This is an optimization exercise on Yosys and OpenROAD, whose aim is small area, a short achievable clock period and few clock cycles, not a production implementation. RTL that was checked went through simulation tests only; none was proved equivalent to the original. No functional check of the RTL was part of run 2.

## flow/design.v (module list and top-level ports; edited modules follow where they fit)
// module RFC_CORDIC_exp: 283 lines
// module RFC_CORDIC_div: 133 lines
// module Dual_mode_neuron: 449 lines
// module mul27_cs4: 911 lines
module Dual_mode_neuron (
    input wire clk,
    input wire rstn,
    input wire mode,     
    input wire signed [26 : 0] i_in,    
    output wire signed [26 : 0] v,
    output reg signed [26:0] h_0,
    output reg done
);
  // ...
==> flow/run.sh <==
#!/bin/bash
# synth_recipe.tcl (not shown) runs the flow's synth.tcl, then flattens the netlist and writes it again
# the make line also repeats each setting of config.mk as NAME=value (left out here)
make -C /OpenROAD-flow-scripts/flow DESIGN_CONFIG=/design/flow/config.mk WORK_HOME=/design/flow/orfs CLKGATE_MAP_FILE= SYNTH_SCRIPT=/design/flow/synth_recipe.tcl finish
==> flow/config.mk <==
export PLATFORM = sky130hd
export DESIGN_NAME = Dual_mode_neuron
export DESIGN_NICKNAME = Dual_mode_neuron
export VERILOG_FILES = /design/flow/design.v
export SDC_FILE = /design/flow/constraint.sdc
export NUM_CORES = 8
export LEC_CHECK = 0
export CAP_MARGIN = 20
export CORE_MARGIN = 2
export CORE_UTILIZATION = 40
export PLACE_DENSITY = 0.75
export SETUP_SLACK_MARGIN = 4
export SLEW_MARGIN = 20
==> flow/constraint.sdc <==
create_clock -name core_clock -period 11.0 [get_ports {clk}]
set_input_delay 2.2000 -clock core_clock [delete_from_list [all_inputs] [get_ports {clk}]]
set_output_delay 2.2000 -clock core_clock [all_outputs]
set_load 0.01 [all_outputs]
==> impl_metrics.toml, run 1 <==
[synth]
syn_area_sq_um = 101900
synth_cell_types = 107
synth_fa_ha_area_share_pct = 19.72
synth_seq_cells = 1145
synth_top_family_by_area = "compound AO/OA/AOI/OAI gates"
synthFlopType = "edfxtp_1"

[layout]
design.seq.count = 1145
final_area_sq_um = 121400
multi_input_gates = 8578
reg_top3 = "pr0: 45 flops, pr1: 44 flops, pr2: 42 flops"
buffers = 1036
buf_share_pct = 7.486
largest_reg_flops = 45

[detailed_routing]
vias_per_cell = 6.705
drt-met1-wl_mm = 181.1
top_layer = "met5"
firstDrtPassIters = 14
post_drt_wl_per_cell_um = 33.57

[worst_setup_path]
cp.required_ns = 11.63
cp-startpoint = "pr2[16]"
critPathMaxStageDelay_ns = 0.71

[timing]
setup_viol = 0
slew_viol_final = 0
skew_ns = 0.1028
final-hold-violation-count = 0
period_share_pct = 68.85

[placement]
io_buffer_count = 84
post-place-ws_ns = 2.322
placed_area_sq_um = 107800

[run_status]
outcome = "finished clean"

[floorplanning]
rows = 185
die_area_sq_um = 258800
coreArea_sq_um = 253700

[cts]
cts_tree = "yes"
cts.hold.buffers_added = 0
numCtsBuffers = 142

[min_path]
min_path_type = "register to register"
Testbench counts, summed over its fixed seeds: cycles 571,752.
==> module Dual_mode_neuron, before the edit <==
module Dual_mode_neuron (
    input wire clk,
    input wire rstn,
    input wire mode,     
    input wire signed [26 : 0] i_in,    
    output wire signed [26 : 0] v,
    output reg signed [26:0] h_0,
    output reg done
);
function [26:0] ext;     
    input [22:0] c;
    ext = {{2{c[22]}}, c[21:0], {3{c[22]}}};
endfunction
reg  signed [26:0] Vm, m_0, n_0;      
reg  signed [26:0] ACC;              
reg         [20:0] TAH;              
reg                aflag;            
reg                pflag;            
reg                vflag;            
reg                bflag;            
reg  signed [26:0] ma, mb;
reg         [2:0]  mtag;             
reg         [44:0] pr0, pr1, pr2, pr3;
reg                psg;
reg         [2:0]  tag1;
reg  signed [26:0] MO_X, MO_M, MO_N;
reg                mvM, mvN;
wire [44:0] pr0_n, pr1_n, pr2_n, pr3_n;
mul27_cs4 mul (.a(ma), .b(mb), .r0(pr0_n), .e1r(pr1_n), .e2r(pr2_n), .e3r(pr3_n));
wire [44:0] psum = pr0 + pr1 + pr2 + pr3;
wire signed [26:0] mres = {psg, psum[44:19]};
always @(posedge clk) begin
    pr0 <= pr0_n;
    pr1 <= pr1_n;
    pr2 <= pr2_n;
    pr3 <= pr3_n;
    psg <= (ma != 27'sd0) & (mb != 27'sd0) & (ma[26] ^ mb[26]);
    if (tag1 == 3'd1) MO_X <= mres;
    if (tag1 == 3'd2) MO_M <= mres;
    if (tag1 == 3'd4) MO_N <= mres;
end
always @(posedge clk or negedge rstn) begin
    if (!rstn) tag1 <= 3'd0;
    else       tag1 <= mtag;
end
reg  signed [26:0] aa, ab;
reg                asub;
wire signed [26:0] asum = aa + (asub ? ~ab : ab) + {26'd0, asub};
reg  signed [26:0] AO_X, AO_M, AO_N;
reg  [20:0] SX1, SX2, SX3, SX4;
reg  [3:0]  sxv;                 
reg  [1:0]  xp;                  
reg  [20:0] SD1x, SD1y, SD2x, SD2y, SD3y;
reg         sd1xv, sd1yv, sd2xv, sd2yv, sd3yv;
reg  [1:0]  dp;                  
reg  [22:0] R1, R2, R3, R4, RD1, RD2, RD3;
reg  [3:0]  rxv;                 
reg  [2:0]  rdv;                 
reg         e4s;                 
wire        x_ready, x_cond, x_la, x_idone, x_ishort;
wire [1:0]  x_itag;
wire [22:0] x_ires;
wire        d_ready, d_fdone;
wire [1:0]  d_ftag;
wire [22:0] d_fres;
reg         ad_start;            
reg  [20:0] ad_x;
reg         ad_leak;
reg         ad_abort;
wire [1:0]  xtag = (xp == 2'd0) ? 2'd0 : (xp == 2'd1) ? 2'd3 : (xp == 2'd2) ? 2'd2 : 2'd1;
wire [20:0] xslot = (xtag == 2'd0) ? SX1 : (xtag == 2'd1) ? SX2 : (xtag == 2'd2) ? SX3 : SX4;
wire        hx_start = mode & sxv[xtag] & ~rxv[xtag] & x_ready;
wire [1:0]  dtag = dp;
wire        dslot_ok = (dtag == 2'd0) ? (sd1xv & sd1yv) : (dtag == 2'd1) ? (sd2xv & sd2yv) : sd3yv;
wire [20:0] dx = (dtag == 2'd0) ? SD1x : (dtag == 2'd1) ? SD2x : 21'd16384;
wire [20:0] dy = (dtag == 2'd0) ? SD1y : (dtag == 2'd1) ? SD2y : SD3y;
wire        hd_start = mode & dslot_ok & ~rdv[dtag] & d_ready;
wire        xgo;                 
RFC_CORDIC_exp uexp (
    .clk(clk), .rst_n(rstn),
    .start(hx_start | (ad_start & xgo)), .op_leak(mode ? 1'b0 : ad_leak),
    .op_tag(mode ? xtag : 2'd0),
    .x_init(mode ? xslot : ad_x), .abort(ad_abort & xgo),
    .ready(x_ready), .cond(x_cond), .la(x_la),
    .idone(x_idone), .itag(x_itag), .ires(x_ires), .ishort(x_ishort)
);
RFC_CORDIC_div udiv (
    .clk(clk), .rst_n(rstn),
    .start(hd_start), .op_tag(dtag),
    .x_init(dx), .y_init(dy),
    .ready(d_ready), .fdone(d_fdone), .ftag(d_ftag), .fres(d_fres)
);
always @(posedge clk or negedge rstn) begin
    if (!rstn) begin
        xp <= 2'd0;
        dp <= 2'd0;
    end
    else begin
        if (hx_start) xp <= xp + 2'd1;
        if (hd_start) dp <= (dp == 2'd2) ? 2'd0 : dp + 2'd1;
    end
end
always @(posedge clk) begin
    if (x_idone) begin
        case (x_itag)
            2'd0: R1 <= x_ires;
            2'd1: R2 <= x_ires;
            2'd2: R3 <= e4s ? R4 : x_ires;       
            default: begin R4 <= x_ires; e4s <= x_ishort; end
        endcase
    end
    if (d_fdone) begin
        case (d_ftag)
            2'd0: RD1 <= d_fres;
            2'd1: RD2 <= d_fres;
            default: RD3 <= d_fres;
        endcase
    end
end
wire        r1_now = x_idone & (x_itag == 2'd0);
wire        r1_ok  = rxv[0] | r1_now;
wire [22:0] r1_val = r1_now ? x_ires : R1;
wire signed [26:0] e1r  = ext(r1_val);
wire signed [26:0] e2r  = ext(R2);
wire signed [26:0] e3r  = ext(R3);
wire signed [26:0] e4r  = ext(R4);
wire signed [26:0] d1r = ext(RD1);
wire signed [26:0] d2r = ext(RD2);
wire signed [26:0] d3r = ext(RD3);
wire [23:0] t2b = {e2r[26], e2r[22:0]};
wire [20:0] t3b = {e3r[26], e3r[19:0]};
wire [23:0] t2c = {e4r[26], e4r[22:0]};
wire signed [26:0] beta_n = { {6{t3b[20]}} , t3b} >>> 3;
wire signed [26:0] beta_m = { {3{t2c[23]}} , t2c} <<< 2;
wire signed [26:0] ah_ext = { {6{TAH[20]}} , TAH};
wire [20:0] sl_n   = ~{MO_X[26], MO_X[22:3]};                        
wire [20:0] ou_x1  = sl_n + 21'd1 - 21'd196608;                     
wire [20:0] ou_x23 = sl_n + 21'd1;                                  
wire signed [26:0] mneg = -MO_X;
wire [20:0] ou_x4  = {mneg[26], mneg[22:3]};                        
localparam [4:0]
    XT0 = 5'd0,  XT1 = 5'd1,  XT2 = 5'd2,  XT3 = 5'd3,                 
    XT4 = 5'd4,  XT5 = 5'd5,  XT6 = 5'd6,  XT7 = 5'd7,                 
    XH0 = 5'd8,  XH1 = 5'd9,  XH2 = 5'd10, XH3 = 5'd11, XH4 = 5'd12, XH5 = 5'd13, XH6 = 5'd14,  
    XV1 = 5'd15, XV3 = 5'd16, XV5 = 5'd17,                             
    XP0 = 5'd18, XQ0 = 5'd19,                                          
    H0 = 5'd20, H1 = 5'd21, H2 = 5'd22, H3 = 5'd23, H4 = 5'd24, H5 = 5'd25, H6 = 5'd26, H7 = 5'd27,
    AX = 5'd28, AXS = 5'd29, S1 = 5'd30, S2 = 5'd31;
localparam [3:0]
    YA0 = 4'd0,  YA1 = 4'd1,                                           
    YM0 = 4'd2,  YM1 = 4'd3,  YM2 = 4'd4,  YM3 = 4'd5,  YM4 = 4'd6,  YM5 = 4'd7,  YM6 = 4'd8,
    YP0 = 4'd9;                                                        
localparam [3:0]
    YN0 = 4'd0,  YN1 = 4'd1,  YN2 = 4'd2,  YN3 = 4'd3,  YN4 = 4'd4,
    YK0 = 4'd5,  YK1 = 4'd6,  YK2 = 4'd7,  YK3 = 4'd8,  YK4 = 4'd9;
localparam [1:0]
    Z0  = 2'd0, Z1  = 2'd1, Z2  = 2'd2;                                
reg [4:0] pcX;
reg [3:0] pcM;
reg [3:0] pcN;
reg [1:0] pcZ;
reg       xfirst;        
reg       nfirst;        
reg       tah_v;         
reg       mvX;
reg               okX, umX, uaX;  reg signed [26:0] maX, mbX, aaX, abX; reg asX;
reg               okM, umM, uaM;  reg signed [26:0] maM, mbM, aaM, abM; reg asM;
reg               okN, umN, uaN;  reg signed [26:0] maN, mbN, aaN, abN; reg asN;
reg               okZ, umZ, uaZ;  reg signed [26:0] maZ, mbZ, aaZ, abZ; reg asZ;
reg       sp_c1, sp_c2, sp_e0;
wire signed [26:0] tb_p   = (pcX == AX) ? 27'sd0 : e1r;
wire signed [26:0] tb_q   = (pcX == AX) ? Vm : AO_X;
wire signed [26:0] tb_n   = tb_p + tb_q + $signed(27'd26214400);
wire        [20:0] x_new  = {ACC[26], ACC[23:4]} - $signed(21'd452706);
wire               esp    = ACC >= $signed('d10485760);
wire signed [26:0] a0_vr  = $signed(-27'b0_0111010_0000000000000000000) + $signed(27'd26214400);
wire        [20:0] x_vr   = {a0_vr[26], a0_vr[23:4]} - $signed(21'd452706);
wire        [3:0]  ei_new = x_new[20] ? ~x_new[19:16] : x_new[19:16];
wire               vneg   = AO_X[26];
always @(*) begin
    okX = 1'b1; umX = 1'b0; uaX = 1'b0;
    maX = 27'sd0; mbX = 27'sd0; aaX = 27'sd0; abX = 27'sd0; asX = 1'b0;
    ad_start = 1'b0; ad_x = x_new; ad_leak = 1'b0; ad_abort = 1'b0;
    case (pcX)
    XP0: begin uaX = mode; aaX = Vm; end
    XT0: begin okX = ~(|sxv) & ~sd1xv & ~sd2xv;
               umX = 1'b1; maX = $signed(27'd52429); mbX = AO_X;
               uaX = 1'b1; aaX = AO_X; abX = $signed(27'd31457280); end
    XT1: begin okX = mvX; umX = 1'b1; maX = AO_X; mbX = $signed(27'd29127); end
    XT2: begin okX = mvX; umX = 1'b1; maX = AO_X; mbX = $signed(27'd6554); end
    XT3: begin okX = mvX; umX = 1'b1; maX = AO_X; mbX = $signed(27'd26215);
               uaX = 1'b1; aaX = Vm; abX = $signed(27'd26214400); end
    XT4: begin okX = mvX; umX = 1'b1; maX = AO_X; mbX = $signed(27'd5243);
               uaX = 1'b1; aaX = Vm; abX = $signed(27'd18350080); end
    XT5: begin okX = mvX; umX = 1'b1; maX = AO_X; mbX = $signed(27'd52429);
               uaX = 1'b1; aaX = $signed(-27'd25910313); abX = Vm; asX = 1'b1; end
    XT6: begin okX = mvX; umX = 1'b1; maX = $signed(27'd157286); mbX = AO_X >>> 7; end
    XT7: begin okX = mvX & ~bflag; uaX = 1'b1; aaX = Vm; abX = { {6{MO_X[26]}}, MO_X[26], MO_X[19:0]}; end
    XQ0: begin okX = pflag; umX = 1'b1; maX = MO_M; mbX = h_0; end
    XH0: begin okX = rdv[2] & tah_v; uaX = 1'b1; aaX = ah_ext; abX = d3r; end
    XH1: begin umX = 1'b1; maX = AO_X; mbX = h_0; end
    XH2: ;
    XH3: begin okX = mvX; uaX = 1'b1; aaX = ah_ext; abX = MO_X; asX = 1'b1; end
    XH4: begin uaX = 1'b1; aaX = AO_X >>> 7; abX = h_0; end
    XH5: ;
    XH6: begin okX = pflag; umX = 1'b1; maX = MO_M; mbX = h_0; end
    XV1: begin okX = mvX; umX = 1'b1; maX = MO_X; mbX = $signed(27'd62914560);
               uaX = 1'b1; aaX = $signed(27'd28898755); abX = Vm; asX = 1'b1; end
    XV3: begin okX = mvX & aflag; umX = 1'b1; maX = MO_X; mbX = AO_X >>> 7;
               uaX = 1'b1; aaX = ACC; abX = i_in; end
    XV5: begin okX = mvX; uaX = 1'b1; aaX = AO_X; abX = MO_X; end
    H0: begin umX = 1'b1; maX = $signed(27'd349); mbX = Vm; end
    H1: begin umX = 1'b1; maX = $signed(27'd524113); mbX = m_0; end
    H2: begin umX = 1'b1; maX = $signed(27'd524025); mbX = Vm; uaX = 1'b1; aaX = MO_X; abX = $signed(27'd24466); end
    H3: begin umX = 1'b1; maX = $signed(-27'd53); mbX = m_0; uaX = 1'b1; aaX = MO_X; abX = AO_X; end
    H4: begin uaX = 1'b1; aaX = MO_X; abX = i_in; end
    H5: begin uaX = 1'b1; aaX = MO_X >>> 1; abX = AO_X; end
    H6: begin okX = r1_ok; uaX = 1'b1; aaX = e1r; abX = AO_X; end
    H7: begin ad_start = 1'b1; ad_x = vneg ? x_new : x_vr; end
    AX: ;
    AXS: begin ad_start = 1'b1; ad_x = x_new; end
    S1: ;
    S2: begin ad_abort = ~(sp_c1 & sp_e0);
              ad_start = ~(sp_c1 & sp_e0); ad_x = x_vr;
              ad_leak = sp_c1 | sp_c2; end
    default: ;
    endcase
end
always @(*) begin
    okM = 1'b1; umM = 1'b0; uaM = 1'b0;
    maM = 27'sd0; mbM = 27'sd0; aaM = 27'sd0; abM = 27'sd0; asM = 1'b0;
    case (pcM)
    YP0: begin umM = 1'b1; maM = m_0; mbM = m_0; end
    YA0: begin okM = rxv[1] & ~tah_v & ~pflag; umM = 1'b1; maM = { {3{t2b[23]}} , t2b}; mbM = $signed(27'd36700); end
    YA1: begin okM = mvM; end
    YM0: begin okM = rdv[1] & rxv[3]; uaM = 1'b1; aaM = d2r; abM = beta_m; end
    YM1: begin umM = 1'b1; maM = AO_M; mbM = m_0; end
    YM2: begin okM = mvM; uaM = 1'b1; aaM = d2r; abM = MO_M; asM = 1'b1; end
    YM3: begin uaM = 1'b1; aaM = AO_M >>> 7; abM = m_0; end
    YM4: begin umM = 1'b1; maM = AO_M; mbM = AO_M; end
    YM5: begin okM = mvM; umM = 1'b1; maM = MO_M; mbM = m_0; end
    YM6: begin okM = mvM; end
    default: ;
    endcase
end
always @(*) begin
    okN = 1'b1; umN = 1'b0; uaN = 1'b0;
    maN = 27'sd0; mbN = 27'sd0; aaN = 27'sd0; abN = 27'sd0; asN = 1'b0;
    case (pcN)
    YN0: begin okN = rdv[0] & rxv[2]; uaN = 1'b1; aaN = d1r; abN = beta_n; end
    YN1: begin umN = 1'b1; maN = AO_N; mbN = n_0; end
    YN2: begin okN = mvN; uaN = 1'b1; aaN = d1r; abN = MO_N; asN = 1'b1; end
    YN3: begin uaN = 1'b1; aaN = AO_N >>> 7; abN = n_0; end
    YN4: begin umN = 1'b1; maN = nfirst ? n_0 : AO_N; mbN = nfirst ? n_0 : AO_N; end
    YK0: begin okN = vflag | nfirst; uaN = 1'b1; aaN = $signed(-27'd37822136); abN = Vm; asN = 1'b1; end
    YK1: begin okN = mvN; umN = 1'b1; maN = MO_N; mbN = MO_N; end
    YK2: begin okN = mvN; umN = 1'b1; maN = MO_N; mbN = $signed(27'd18874368); end
    YK3: begin okN = mvN; umN = 1'b1; maN = MO_N; mbN = AO_N >>> 7; end
    YK4: begin okN = mvN & bflag & ~aflag;
               uaN = 1'b1; aaN = ACC; abN = { {4{MO_N[26]}}, MO_N[26], MO_N[21:0]}; end
    default: ;
    endcase
end
always @(*) begin
    okZ = 1'b1; umZ = 1'b0; uaZ = 1'b0;
    maZ = 27'sd0; mbZ = 27'sd0; aaZ = 27'sd0; abZ = 27'sd0; asZ = 1'b0;
    case (pcZ)
    Z0: begin okZ = r1_ok & ~sd2yv & ~sd1yv & ~sd3yv;
              umZ = 1'b1; maZ = e1r; mbZ = $signed(27'd70955);
              uaZ = 1'b1; aaZ = $signed(27'd524288); abZ = e1r; end
    Z1: begin umZ = 1'b1; maZ = ext(R1); mbZ = $signed(27'd317997);
              uaZ = 1'b1; aaZ = $signed(27'd524288); abZ = mres; asZ = 1'b1; end
    Z2: begin uaZ = 1'b1; aaZ = $signed(27'd524288); abZ = mres; asZ = 1'b1; end
    default: ;
    endcase
end
wire hh = mode;
wire rZ = hh & okZ, rX = okX, rM = hh & okM, rN = hh & okN;
wire sMZ = rZ & umZ;
wire sMX = rX & umX & ~sMZ;
wire sMM = rM & umM & ~sMZ & ~(rX & umX);
wire sMN = rN & umN & ~sMZ & ~(rX & umX) & ~(rM & umM);
wire sAZ = rZ & uaZ;
wire sAX = rX & uaX & ~sAZ;
wire sAM = rM & uaM & ~sAZ & ~(rX & uaX);
wire sAN = rN & uaN & ~sAZ & ~(rX & uaX) & ~(rM & uaM);
wire gZ = rZ & (~umZ | sMZ) & (~uaZ | sAZ);
wire gX = rX & (~umX | sMX) & (~uaX | sAX);
wire gM = rM & (~umM | sMM) & (~uaM | sAM);
wire gN = rN & (~umN | sMN) & (~uaN | sAN);
assign xgo = gX;
always @(*) begin
    ma = sMZ ? maZ : sMX ? maX : sMM ? maM : maN;
    mb = sMZ ? mbZ : sMX ? mbX : sMM ? mbM : mbN;
    mtag = (sMZ & gZ) ? 3'd3 : (sMX & gX) ? 3'd1 : (sMM & gM) ? 3'd2 : (sMN & gN) ? 3'd4 : 3'd0;
    aa = sAZ ? aaZ : sAX ? aaX : sAM ? aaM : aaN;
    ab = sAZ ? abZ : sAX ? abX : sAM ? abM : abN;
    asub = sAZ ? asZ : sAX ? asX : sAM ? asM : asN;
end
always @(posedge clk or negedge rstn) begin
    if (!rstn) begin
        mvX <= 1'b0; mvM <= 1'b0; mvN <= 1'b0;
    end
    else begin
        if (gX & umX) mvX <= 1'b0; else if (tag1 == 3'd1) mvX <= 1'b1;
        if (gM & umM) mvM <= 1'b0; else if (tag1 == 3'd2) mvM <= 1'b1;
        if (gN & umN) mvN <= 1'b0; else if (tag1 == 3'd4) mvN <= 1'b1;
    end
end
always @(posedge clk) begin
    if (gX & uaX) AO_X <= asum;
    if (gM & uaM) AO_M <= asum;
    if (gN & uaN) AO_N <= asum;
end
always @(posedge clk or negedge rstn) begin
    if (!rstn) begin
        pcX <= XP0;
        pcM <= YP0;
        pcN <= YN4;
        pcZ <= Z0;
        xfirst <= 1'b1;
        nfirst <= 1'b1;
    end
    else begin
        if (gX) begin
            case (pcX)
                XP0:  pcX <= mode ? XT0 : AX;
                XT7:  pcX <= xfirst ? XQ0 : XH0;
                XQ0:  begin pcX <= XV1; xfirst <= 1'b0; end
                XH5:  pcX <= XH6;
                XH6:  pcX <= XV1;
                XV1:  pcX <= XV3;
                XV3:  pcX <= XV5;
                XV5:  pcX <= XT0;
                H7:   pcX <= (vneg & esp) ? S1 : H0;
                AXS:  pcX <= esp ? S1 : H0;
                S2:   pcX <= H0;
                default: pcX <= pcX + 5'd1;
            endcase
        end
        if (gM) begin
            case (pcM)
                YP0:  pcM <= YM5;
                YA1:  pcM <= YM0;
                YM6:  pcM <= YA0;
                default: pcM <= pcM + 4'd1;
            endcase
        end
        if (gN) begin
            case (pcN)
                YK4:  begin pcN <= YN0; nfirst <= 1'b0; end
                default: pcN <= pcN + 4'd1;
            endcase
        end
        if (gZ) pcZ <= (pcZ == Z2) ? Z0 : pcZ + 2'd1;
    end
end
always @(posedge clk) begin
    if (gX) case (pcX)
        XT1: SX1 <= ou_x1;
        XT2: SX4 <= ou_x4;
        XT3: SX3 <= ou_x23;
        XT4: SX2 <= ou_x23;
        XT5: SD1x <= { {6{MO_X[26]}}, MO_X[19:5]};
        XT6: SD2x <= { {3{MO_X[26]}}, MO_X[22:5]};
        XT7: ACC <= asum;
        H6:  ACC <= tb_n;
        AX:  ACC <= tb_n;
        default: ;
    endcase
    if (gM && pcM == YA1) TAH <= {MO_M[26], MO_M[19:0]};
    if (gN && pcN == YK4) ACC <= asum;
    if (gZ) case (pcZ)
        Z0:  SD3y <= {asum[26], asum[24:5]};
        Z1:  SD1y <= {asum[26], asum[24:5]};     
        Z2:  SD2y <= {asum[26], asum[24:5]};     
        default: ;
    endcase
end
wire [3:0] sx_set = (gX && pcX == XT1) ? 4'b0001 : (gX && pcX == XT2) ? 4'b1000 :
                    (gX && pcX == XT3) ? 4'b0100 : (gX && pcX == XT4) ? 4'b0010 : 4'b0000;
wire [3:0] rx_clr = {(gM && pcM == YM0), (gN && pcN == YN0), (gM && pcM == YA0), (gZ && pcZ == Z1) | (gX && pcX == H6)};
wire [2:0] rd_clr = {(gX && pcX == XH0), (gM && pcM == YM2), (gN && pcN == YN2)};
always @(posedge clk or negedge rstn) begin
    if (!rstn) begin
        sxv <= 4'd0;
        sd1xv <= 1'b0; sd1yv <= 1'b0; sd2xv <= 1'b0; sd2yv <= 1'b0; sd3yv <= 1'b0;
        rxv <= 4'd0; rdv <= 3'd0;
        aflag <= 1'b0; pflag <= 1'b0; vflag <= 1'b0; bflag <= 1'b0; tah_v <= 1'b0;
    end
    else begin
        sxv <= (sxv & ~(hx_start ? (4'd1 << xtag) : 4'd0)) | sx_set;
        if (hd_start && dtag == 2'd0) begin sd1xv <= 1'b0; sd1yv <= 1'b0; end
        else begin
            if (gX && pcX == XT5) sd1xv <= 1'b1;
            if (gZ && pcZ == Z1)  sd1yv <= 1'b1;
        end
        if (hd_start && dtag == 2'd1) begin sd2xv <= 1'b0; sd2yv <= 1'b0; end
        else begin
            if (gX && pcX == XT6) sd2xv <= 1'b1;
            if (gZ && pcZ == Z2)  sd2yv <= 1'b1;
        end
        if (hd_start && dtag == 2'd2) sd3yv <= 1'b0;
        else if (gZ && pcZ == Z0)     sd3yv <= 1'b1;
        rxv <= (rxv | (x_idone ? (4'd1 << x_itag) : 4'd0)) & ~rx_clr;
        rdv <= (rdv | (d_fdone ? (3'd1 << d_ftag) : 3'd0)) & ~rd_clr;
        if (gN && pcN == YK4) aflag <= 1'b1;
        else if (gX && pcX == XV3) aflag <= 1'b0;
        if (gM && pcM == YM6) pflag <= 1'b1;
        else if (gX && (pcX == XH6 || pcX == XQ0)) pflag <= 1'b0;
        if (gX && pcX == XT0 && !xfirst) vflag <= 1'b1;
        else if (gN && pcN == YK0 && !nfirst) vflag <= 1'b0;
        if (gX && pcX == XT7) bflag <= 1'b1;
        else if (gN && pcN == YK4) bflag <= 1'b0;
        if (gM && pcM == YA1) tah_v <= 1'b1;
        else if (gX && pcX == XH3) tah_v <= 1'b0;
    end
end
always @(posedge clk) begin
    if (pcX == H7 || pcX == AXS) sp_e0 <= (ei_new == 4'd0);
    if (pcX == S1) begin sp_c1 <= x_cond; sp_c2 <= x_la; end    
end
always @(posedge clk or negedge rstn) begin
    if (!rstn) begin
        Vm    <= 0;
        m_0  <= 27'b0_0000000_0000110110001010111;
        n_0  <= 27'b0_0000000_0101000101010100110;
        h_0  <= 27'b0_0000000_1001100010011010000;
        done <= 1'b0;
    end
    else begin
        done <= 1'b0;
        if (gX) case (pcX)
            XP0: if (!mode) m_0 <= 0;
            XH5: begin h_0 <= AO_X; done <= 1'b1; end
            XT0: Vm <= AO_X;
            H4:  m_0 <= AO_X;
            H6:  done <= 1'b1;                   
            H7:  Vm <= vneg ? AO_X : $signed(-27'b0_0111010_0000000000000000000);
            S1:  done <= 1'b1;
            S2:  Vm <= $signed(-27'b0_0111010_0000000000000000000);
            default: ;
        endcase
        if (gM && pcM == YM4) m_0 <= AO_M;
        if (gN && pcN == YN4 && !nfirst) n_0 <= AO_N;
    end
end
assign v = Vm;
endmodule
==> inputs of run 2 (changes only) <==
--- a/flow/design.v
+++ b/flow/design.v
@@ -728,6 +728,68 @@
     if (gM & uaM) AO_M <= asum;
     if (gN & uaN) AO_N <= asum;
 end
+function [4:0] succX;
+    input [4:0] p;
+    begin
+        case (p)
+            5'd0: succX = 5'd1;
+            5'd1: succX = 5'd2;
+            5'd2: succX = 5'd3;
+            5'd3: succX = 5'd4;
+            5'd4: succX = 5'd5;
+            5'd5: succX = 5'd6;
+            5'd6: succX = 5'd7;
+            5'd7: succX = 5'd8;
+            5'd8: succX = 5'd9;
+            5'd9: succX = 5'd10;
+            5'd10: succX = 5'd11;
+            5'd11: succX = 5'd12;
+            5'd12: succX = 5'd13;
+            5'd13: succX = 5'd14;
+            5'd14: succX = 5'd15;
+            5'd15: succX = 5'd16;
+            5'd16: succX = 5'd17;
+            5'd17: succX = 5'd18;
+            5'd18: succX = 5'd19;
+            5'd19: succX = 5'd20;
+            5'd20: succX = 5'd21;
+            5'd21: succX = 5'd22;
+            5'd22: succX = 5'd23;
+            5'd23: succX = 5'd24;
+            5'd24: succX = 5'd25;
+            5'd25: succX = 5'd26;
+            5'd26: succX = 5'd27;
+            5'd27: succX = 5'd28;
+            5'd28: succX = 5'd29;
+            5'd29: succX = 5'd30;
+            5'd30: succX = 5'd31;
+            default: succX = 5'd0;
+        endcase
+    end
+endfunction
+function [3:0] succ4;
+    input [3:0] p;
+    begin
+        case (p)
+            4'd0: succ4 = 4'd1;
+            4'd1: succ4 = 4'd2;
+            4'd2: succ4 = 4'd3;
+            4'd3: succ4 = 4'd4;
+            4'd4: succ4 = 4'd5;
+            4'd5: succ4 = 4'd6;
+            4'd6: succ4 = 4'd7;
+            4'd7: succ4 = 4'd8;
+            4'd8: succ4 = 4'd9;
+            4'd9: succ4 = 4'd10;
+            4'd10: succ4 = 4'd11;
+            4'd11: succ4 = 4'd12;
+            4'd12: succ4 = 4'd13;
+            4'd13: succ4 = 4'd14;
+            4'd14: succ4 = 4'd15;
+            default: succ4 = 4'd0;
+        endcase
+    end
+endfunction
 always @(posedge clk or negedge rstn) begin
     if (!rstn) begin
         pcX <= XP0;
@@ -751,7 +813,7 @@
                 H7:   pcX <= (vneg & esp) ? S1 : H0;
                 AXS:  pcX <= esp ? S1 : H0;
                 S2:   pcX <= H0;
-                default: pcX <= pcX + 5'd1;
+                default: pcX <= succX(pcX);
             endcase
         end
         if (gM) begin
@@ -759,16 +821,16 @@
                 YP0:  pcM <= YM5;
                 YA1:  pcM <= YM0;
                 YM6:  pcM <= YA0;
-                default: pcM <= pcM + 4'd1;
+                default: pcM <= succ4(pcM);
             endcase
         end
         if (gN) begin
             case (pcN)
                 YK4:  begin pcN <= YN0; nfirst <= 1'b0; end
-                default: pcN <= pcN + 4'd1;
+                default: pcN <= succ4(pcN);
             endcase
         end
-        if (gZ) pcZ <= (pcZ == Z2) ? Z0 : pcZ + 2'd1;
+        if (gZ) pcZ <= (pcZ == Z0) ? Z1 : (pcZ == Z1) ? Z2 : Z0;
     end
 end
 always @(posedge clk) begin
==> run 2 against run 1 <==
Critical path type unchanged. Routed wire length fell by 0.23%. Hold slack improved by 0.050 ns. Global-route usage is 0.37 points higher. Via count fell by 1.7%. Design area down 0.44%. Synthesized cell count decreased by 1.0%. Area after synthesis is 0.60% lower. Fmax down 5.2%. Critical path depth up 8. Still clean. Core utilization grew 0.18 points.
==> impl_metrics.toml, run 2 <==
[run_status]
outcome = "finished clean"

[synth]
synth_seq_cells = 1145
synthTopCellsByArea = "edfxtp_1 (21%), fa_1 (12%), ha_1 (7.5%), dfxtp_1 (5.2%), xnor2_1 (5.0%)"
syn_area_sq_um = 101300
synth-edff-count = 722
yosysTopAreaCell = "edfxtp_1"
synth_most_common_cell = "nand2_1"
yosysWarnings = 3
syn_inst = 11200
async_flop_share_pct = 14.06
synth_top_area_share_pct = 21.41
synth_seq_area_share_pct = 30.60
synthTopCellsByCount = "nand2_1 (1128), inv_1 (767), a21oi_1 (729)"
syn-num-nets = 12434
synth_cell_types = 115
synthFlopType = "edfxtp_1"
syn_avg_cell_area_sq_um = 9.043

[placement]
placed_area_sq_um = 107200
io_buffer_count = 84
dp_hpwl_mm = 354.1
finalWeightedCongestion = 1.149

[timing]
maxClockFrequency_mhz = 125.2
tns_ns = 0
rsz0062_at_grt = "true"
setup_viol = 0
period_share_pct = 72.58
slew_headroom_pct = 10.69
skew_ns = 0.05925
slew_viol_final = 0
final-hold-violation-count = 0
post-route-min-period_ns = 7.984
worstMarginPinSlew_ns = 1.340

[floorplanning]
die_area_sq_um = 257200
coreArea_sq_um = 251600
ios = 85
die_y_um = 507.2
die_w_um = 507.2
start_util_pct = 40.25
rows = 184

[layout]
top_register = "pr0"
largest_reg_flops = 45
reg_top3 = "pr0: 45 flops, pr1: 44 flops, pr2: 42 flops"
drive_gt1_share_pct = 17.62
syn2layout_area_growth_pct = 19.38
layout_common_cells = "nand2_1 (1107), buf_4 (759), inv_1 (735)"
n_fill_cell = 22918
num-nets-final = 12782
layout_commonest_cell = "nand2_1"
final_area_sq_um = 120900

[worst_setup_path]
crit_top_cell = "a21o_1"
crit_fanout = 14
path_class = "register to register"
timing.rr.start = "udiv.y[0]"
setup.worst_path.end_class = "register"
critPathMaxStageDelay_ns = 0.45
r2r_slack_ns = 3.02
r2r_cells = 33
cp-startpoint = "udiv.y[0]"
r2r-end = "udiv.y[17]"
crit_slowest_cell = "a2111o_1"
cp-start-kind = "register"
crit_arrival_ns = 8.59
cp.required_ns = 11.60

[detailed_routing]
post_drt_wl_per_cell_um = 33.83
first_iter_violations = 17917
ant_nets = 0
vias = 100189
drc = 0
vias_per_cell = 6.655
firstDrtPassIters = 17
drt-total-wl_mm = 509.3

[grt]
grt.overflow.total = 0
grt_pass1_wl_mm = 700.5
grt_max_degree = 71
antenna_found_initial = 52
grt_pass1_vias = 92592
grt_use_total_pct = 38.03

[cts]
clockBufferDepth = 3
cts_max_level = 4
cts_tree = "yes"
insertion_delay_ns = 0.89
cts-root-buf = "clkbuf_16"
cts.hold.buffers_added = 0
clkTransAtPathRegs_ns = 0.06
clock_sinks = 1145
numCtsBuffers = 138

[min_path]
min_path_type = "register to register"
min_from = "uexp.it[4]"
whs_endpoint = "uexp.it[4]"
hold_depth = 2

[job]
max_cap_viol_count = 0
==> run 2: cell types whose count changed in the layout (fill, tap and decap cells not counted), moves of 38 or more <==
cell      delta
xnor2_1     -61
a222oi_1    +46
a21oi_1     -51
buf_4       -38
nor2_1     -110
o21ai_1    +102
nand2_1     +91
==> run 2: what timing repair did <==
item / CTS / global route
pin swaps: 178 / 259
endpoints found under the setup margin: 495 / 326
resized for setup: 451 / 418
setup buffers: 313 / 186
endpoints found under the hold margin: 0 / 0
cloned: 20 / 19
==> run 2: worst max-delay path by stage <==
stage                            end  slack (ns)
final                     udiv.y[17]        3.02
after global routing      udiv.y[19]        2.86
after CTS                 udiv.y[19]        3.21
after detailed placement     ACC[26]        1.55
after global placement       ACC[26]        1.46
after floorplan             uexp.isg        3.64
==> run 2: final cells by class <==
type / instances / area [sq um] / share of cell area (%)
clock inverters: 79 / 1145 / 0.9469
well taps: 3348 / 4189 / 3.465
repair inverters: 5 / 37.54 / 0.03105
clock buffers: 178 / 3749 / 3.101
flip-flops and latches: 1145 / 31010 / 25.65
inverters: 789 / 3063 / 2.533
diodes: 42 / 105.1 / 0.08693
repair buffers: 1020 / 9254 / 7.654
multi-input cells: 8449 / 68350 / 56.54
==> run 2: kinds of logic after synthesis <==
group                      after synthesis  synth area share [%]
adders and majority gates             1263                 19.92
muxes                                  205                 2.129
AOI/OAI and AO/OA                     3109                 20.39
and+or+nand+nor                       3080                 13.96
DFF                                   1145                 30.60
xor gates and xnor gates               780                 6.820
buffers and inverters                 1618                 6.185
==> run 2: stage by stage <==
stage	setup WS, ns	util [%]	hold slack, ns	cells
after floorplan	3.644	-	0.4003	11200
after global placement	1.462	42.59	0.4632	14203
after detailed placement	1.554	42.61	0.4651	14207
after CTS	3.211	46.45	0.4774	14797
after global routing	2.860	48.01	0.4983	15014
final	3.016	48.05	0.4795	15055
==> run 2: critical path: cells and delay by family (launching register included) <==
kind,cells,cell delay [ns]
compound gates,18,4.21
xor+xnor,1,0.19
fa+ha+maj,5,1.78
buf+inv,4,0.69
flops,1,0.40
mux,1,0.12
simple gates,4,0.32
==> run 2: routing by layer <==
metal  part of all wire, %  track usage (%)  wire, um  vias to the layer above
li1                      -                -         -                    41085
met1                    35            45.02    175800                    48253
met2                    41            54.32    207100                     8365
met3                    14            15.51     73060                     2463
met4                    10            30.11     53030                       23
met5                 0.063           0.5185       321                        -

## static timing again, ports no longer ideal
No port has a modelled driver above. Below, the same layouts with a new extraction and two added sets of constraints. Step 1 sets driving cells, clkbuf_16 on the clock port and buf_2 on the other inputs (assumed; they add their load-dependent delay and slew). Step 2 times the ports against the registers' clock, not the clock port: input delays grow and output delays shrink by t, the midpoint of the rising clock arrivals with the driver on. Three values: ideal ports, drivers, drivers and shift; two values: the first two.
run | t (ns) | setup WS [ns] | worst hold slack (ns)
run 1 | 0.976 | 3.427 / 3.427 / 2.795 | 0.429 / 0.429 / 0.429
run 2 | 0.968 | 3.016 / 3.016 / 2.566 | 0.479 / 0.479 / 0.479
After both steps every run listed still meets setup and hold. For run 1, which loses most, drivers alone change the setup slack by 0.000 ns; drivers and shift together by -0.632 ns.
